What follows belongs to an exercise in optimizing a design on an open flow for small area, a short achievable clock period and few clock cycles; a production flow would make more cautious choices.
At most, simulation tests tie the RTL to the original design; equivalence was not proved.

// geofence
module geofence (clk, reset, X, Y, valid, is_inside);
input clk;
input reset;
input [9:0] X;
input [9:0] Y;
output reg valid;
output reg is_inside;
reg [3:0] ph;
reg [9:0] rx, ry;                  
reg vxs, vys;                      
reg [9:0] vxm, vym;                
reg vz;                            
reg axs, ays, bxs, bys;            
reg [9:0] axm, aym, bxm, bym;
reg ins;                           
wire [10:0] dx = {1'b0, X} - {1'b0, rx};
wire [10:0] dy = {1'b0, Y} - {1'b0, ry};
wire [9:0] dxm = dx[10] ? rx - X : dx[9:0];
wire [9:0] dym = dy[10] ? ry - Y : dy[9:0];
wire da_neg, da_zero, db_neg, db_zero;
geofence_xsign ua (.p(axm), .q(vym), .r(aym), .t(vxm), .neg(da_neg), .zero(da_zero));
geofence_xsign ub (.p(bxm), .q(vym), .r(bym), .t(vxm), .neg(db_neg), .zero(db_zero));
wire vxz = ~|vxm;
wire vyz = ~|vym;
wire a1 = axs ^ vys, a2 = ays ^ vxs;
wire b1 = bxs ^ vys, b2 = bys ^ vxs;
wire az = (~|axm | vyz) & (~|aym | vxz);
wire bz = (~|bxm | vyz) & (~|bym | vxz);
wire a_zero = (a1 == a2) ? da_zero : az;
wire b_zero = (b1 == b2) ? db_zero : bz;
wire a_neg = (a1 == a2) ? ~da_zero & (da_neg ^ a1) : ~az & a1;
wire b_pos = (b1 == b2) ? ~db_zero & ~(db_neg ^ b1) : ~bz & ~b1;
wire opp_a = (axs ^ vxs) | (ays ^ vys);
wire opp_b = (bxs ^ vxs) | (bys ^ vys);
wire hit = vz | (a_zero & opp_a) | (b_zero & opp_b) | (a_neg & b_pos);
wire new_a = a_neg & ~b_pos;
wire new_b = ~a_neg & b_pos;
wire first = (ph == 4'd2);
wire ins_nx = first ? vz : (ins | hit);
always @(posedge clk or posedge reset) begin
    if (reset) begin
        ph <= 4'd0;
        valid <= 1'b0;
    end else begin
        valid <= (ph == 4'd7);
        ph <= (ph == 4'd8) ? 4'd0 : ph + 4'd1;
    end
end
always @(posedge clk) begin
    if (ph == 4'd0) begin
        rx <= X;
        ry <= Y;
    end
    vxs <= dx[10];
    vys <= dy[10];
    vxm <= dxm;
    vym <= dym;
    vz <= (X == rx) & (Y == ry);
    if (first | new_a) begin
        axs <= vxs; ays <= vys; axm <= vxm; aym <= vym;
    end
    if (first | new_b) begin
        bxs <= vxs; bys <= vys; bxm <= vxm; bym <= vym;
    end
    ins <= ins_nx;
    if (ph == 4'd7)
        is_inside <= ins_nx;
end
  ...
clock: 10.0 ns
lec_check: 0
cap_margin: 20
core_margin: 2
core_utilization: 40
setup_slack_margin: 4
slew_margin: 20
run.sh (not shown) runs the stock make flow with config.mk's settings and CLKGATE_MAP_FILE= SYNTH_SCRIPT=/design/flow/synth_recipe.tcl, a recipe that flattens the netlist after the stock synthesis.
Edit:
Settings changed: SETUP_SLACK_MARGIN 4 to default.
Wire length decreases by 7.3%.
Critical path depth decreases by 4.
Core utilization decreases by 3.5 points.
Design area decreases by 7.6%.
Setup slack degrades by 1200 ps.
Sequential share of layout area increases by 0.95 points.
Fmax decreases by 17%.
Non-clock buffer count decreases by 118.
Count of clock-buffer cells in the layout increases by 4.
Global-route usage decreases by 0.63 points.
Function was not checked in any run of this note: the RTL went through the layout flow alone.

========
Another version of the RTL of geofence (not shown whole).
Size in the first run: about 1400 cells after synthesis, roughly 94 flip-flops, roughly 14000 um^2 of cells after synthesis.
==> flow/design.v (excerpt) <==
module geofence (clk, reset, X, Y, valid, is_inside);
input clk;
input reset;
input [9:0] X;
input [9:0] Y;
output reg valid;
output reg is_inside;
reg [3:0] ph;
reg [9:0] rx, ry;                  
reg vxs, vys;                      
reg [9:0] vxm, vym;                
reg axs, ays, bxs, bys;            
reg [9:0] axm, aym, bxm, bym;
reg deg;                           
reg ins;                           
wire [10:0] dx = {1'b0, X} - {1'b0, rx};
wire [10:0] dy = {1'b0, Y} - {1'b0, ry};
wire [9:0] dxm = (dx[9:0] ^ {10{dx[10]}}) + {9'd0, dx[10]};
wire [9:0] dym = (dy[9:0] ^ {10{dy[10]}}) + {9'd0, dy[10]};
wire vxz = ~|vxm;
wire vyz = ~|vym;
wire vz = vxz & vyz;               
wire a1 = axs ^ vys, a2 = ays ^ vxs;
wire b1 = bxs ^ vys, b2 = bys ^ vxs;
wire az = (~|axm | vyz) & (~|aym | vxz);
wire bz = (~|bxm | vyz) & (~|bym | vxz);
wire ca = ~a1;
wire ua_1 = ~(axm[0] & vym[0]);
wire ua_2 = ~(aym[0] & vxm[0]);
wire ua_3 = ~(axm[0] & vym[1]);
wire ua_4 = ~(aym[0] & vxm[1]);
wire ua_5 = ~(axm[0] & vym[2]);
wire ua_6 = ~(aym[0] & vxm[2]);
wire ua_7 = ~(axm[0] & vym[3]);
wire ua_8 = ~(aym[0] & vxm[3]);
wire ua_9 = ~(axm[0] & vym[4]);
wire ua_10 = ~(aym[0] & vxm[4]);
wire ua_11 = ~(axm[0] & vym[5]);
wire ua_12 = ~(aym[0] & vxm[5]);
wire ua_13 = ~(axm[0] & vym[6]);
wire ua_14 = ~(aym[0] & vxm[6]);
wire ua_15 = ~(axm[0] & vym[7]);
wire ua_16 = ~(aym[0] & vxm[7]);
wire ua_17 = ~(axm[0] & vym[8]);
wire ua_18 = ~(aym[0] & vxm[8]);
wire ua_19 = ~(axm[0] & vym[9]);
wire ua_20 = ~(aym[0] & vxm[9]);
wire ua_21 = ~(axm[1] & vym[0]);
wire ua_22 = ~(aym[1] & vxm[0]);
wire ua_23 = ~(axm[1] & vym[1]);
wire ua_24 = ~(aym[1] & vxm[1]);
wire ua_25 = ~(axm[1] & vym[2]);
wire ua_26 = ~(aym[1] & vxm[2]);
wire ua_27 = ~(axm[1] & vym[3]);
wire ua_28 = ~(aym[1] & vxm[3]);
wire ua_29 = ~(axm[1] & vym[4]);
wire ua_30 = ~(aym[1] & vxm[4]);
wire ua_31 = ~(axm[1] & vym[5]);
wire ua_32 = ~(aym[1] & vxm[5]);
wire ua_33 = ~(axm[1] & vym[6]);
wire ua_34 = ~(aym[1] & vxm[6]);
wire ua_35 = ~(axm[1] & vym[7]);
wire ua_36 = ~(aym[1] & vxm[7]);
wire ua_37 = ~(axm[1] & vym[8]);
wire ua_38 = ~(aym[1] & vxm[8]);
wire ua_39 = ~(axm[1] & vym[9]);
wire ua_40 = ~(aym[1] & vxm[9]);
  ...
Settings: LEC_CHECK=0, CAP_MARGIN=20, CORE_MARGIN=2, CORE_UTILIZATION=60, SETUP_SLACK_MARGIN=5, SLEW_MARGIN=20, SYNTH_HIERARCHICAL=1, SYNTH_MINIMUM_KEEP_SIZE=0; clock period 10.0 ns.
Testbench counts at the start, summed over its fixed seeds: cycles 21,600.
Rerun with:
--- a/flow/config.mk
+++ b/flow/config.mk
@@ -14,0 +15 @@
+export TNS_END_PERCENT = 0
Non-clock buffer count is lower by 17.
Core utilization is lower by 2.1 points.
Die area stays the same.
Via count is lower by 2.0%.
Setup slack gets worse by 30 ps.
Routed wire length is lower by 4.4%.
Rerun with:
--- a/flow/config.mk
+++ b/flow/config.mk
@@ -10 +10 @@
-export CORE_UTILIZATION = 60
+export CORE_UTILIZATION = 40
@@ -15 +14,0 @@
-export TNS_END_PERCENT = 0
Die area grows by well over a third. Cell count went up by roughly a tenth. Final area rose by a few percent. Maximum frequency came out lower slightly. Sequential share of layout area shrinks by 0.75 points.
Rerun with:
--- a/flow/config.mk
+++ b/flow/config.mk
@@ -8,0 +9 @@
+export CORE_ASPECT_RATIO = 0.5
@@ -10 +11 @@
-export CORE_UTILIZATION = 40
+export CORE_UTILIZATION = 60
@@ -14,0 +16 @@
+export TNS_END_PERCENT = 0
Clock-buffer cell count does not change.
Fmax hardly moves.
Area after synthesis is unchanged.
Clock skew came out lower by 7.3 ps.
Setup slack is worse by 12 ps.
Final cell count came out lower by 9.2%.
Worst hold slack gets worse by 4.2 ps.
Via count falls by 1.2%.
Design area drops by 4.8%.

========
## oak
geofence again, from the RTL that the note above started with.
clock: 10.0 ns
lec_check: 0
cap_margin: 20
core_margin: 2
core_utilization: 60
place_density: 0.5
setup_slack_margin: 5
slew_margin: 20
synth_hierarchical: 1
synth_minimum_keep_size: 0
tns_end_percent: 0
Testbench counts of oak, summed over its fixed seeds: cycles 21,600.
Input changes introduced in pine (baseline for comparison: oak):
-- flow/config.mk --
<<< oak, line 9
export CORE_MARGIN = 2
export CORE_UTILIZATION = 60
export PLACE_DENSITY = 0.5
export SETUP_SLACK_MARGIN = 5
export SLEW_MARGIN = 20
>>> pine, line 9
export CORE_MARGIN = 2
export CORE_UTILIZATION = 40
export SETUP_SLACK_MARGIN = 3
export SLEW_MARGIN = 20
<<< oak, line 15
export SYNTH_MINIMUM_KEEP_SIZE = 0
export TNS_END_PERCENT = 0
>>> pine, line 14
export SYNTH_MINIMUM_KEEP_SIZE = 0
Summary of the comparison: initial antenna violation count is higher in pine, relative to oak.
Relative to oak, share of the final layout cell area in sequential cells increased by 0.48 points in pine.
Going from oak to pine, summed area of non-filler cells in the final layout fell about 4%, minimum hold slack now sits lower, multi-input logic portion of the cell area higher.
Taking oak as the reference, in pine worst setup slack now smaller; wire length now smaller; worst path arrival time now larger.
oak ended up with vym[7]$_DFF_P_ as its origin of the worst setup path; pine ended up with vym[8]$_DFF_P_.
What birch does differently from pine at the input level:
-- flow/config.mk --
<<< pine, line 9
export CORE_MARGIN = 2
export CORE_UTILIZATION = 40
export SETUP_SLACK_MARGIN = 3
export SLEW_MARGIN = 20
>>> birch, line 9
export CORE_MARGIN = 2
export CORE_UTILIZATION = 50
export SETUP_SLACK_MARGIN = 5
export SLEW_MARGIN = 20
<<< pine, line 14
export SYNTH_MINIMUM_KEEP_SIZE = 0
>>> birch, line 14
export SYNTH_MINIMUM_KEEP_SIZE = 0
export TNS_END_PERCENT = 0
### Flow results
- On met1 wire length, the lower figure sits with birch, not pine.
- Run comparison: birch highest signal layer in the routed design met4; pine highest signal layer in the routed design met5
- Looking at global-route track usage on met3 across birch and pine, the one that comes out higher is birch.
- Diff birch and pine: cell count higher in pine
- Filler cell count in the final layout shrinks by more than a quarter when moving from pine to birch.
- Routed wire length is lower on pine
- Max number of buffers other than clock buffers in the final layout across birch and pine: birch

==> afterwards: timing with drivers on the ports <==
No port has a modelled driver above. Below, the same layouts with a new extraction and two added sets of constraints. Step 1 sets driving cells, clkbuf_16 on the clock port and buf_2 on the other inputs (assumed; they add their load-dependent delay and slew). Step 2 adds t to the input delays and takes it off the output delays; t is the mean of the earliest and latest rising clock arrival at the registers after step 1. Input paths then give back, and output paths get back, about the clock's delay inside the block. Slacks: ideal ports / drivers / drivers and shift; pairs: ideal ports / drivers.
| run | t (ns) | slack for setup (ns) | worst setup path after step 2 | cell pins on the clock port's net |
|---|---|---|---|---|
| the first run of note 1 | 0.376 | 4.146 / 4.146 / 4.146 | register to register | 1 |
| the second run of note 1 | 0.384 | 2.921 / 2.921 / 2.921 | register to register | 1 |
| the first run of note 2 | 0.378 | 4.383 / 4.383 / 4.383 | register to register | 1 |
| the second run of note 2 | 0.382 | 4.354 / 4.354 / 4.190 | input to register | 1 |
| the third run of note 2 | 0.378 | 4.327 / 4.327 / 4.327 | register to register | 1 |
| the fourth run of note 2 | 0.374 | 4.316 / 4.316 / 4.156 | input to register | 1 |
| oak | 0.382 | 4.354 / 4.354 / 4.190 | input to register | 1 |
| pine | 0.387 | 3.419 / 3.419 / 3.419 | register to register | 1 |
| birch | 0.378 | 4.352 / 4.352 / 4.319 | input to register | 1 |
After both steps setup and hold are still met in every run listed.
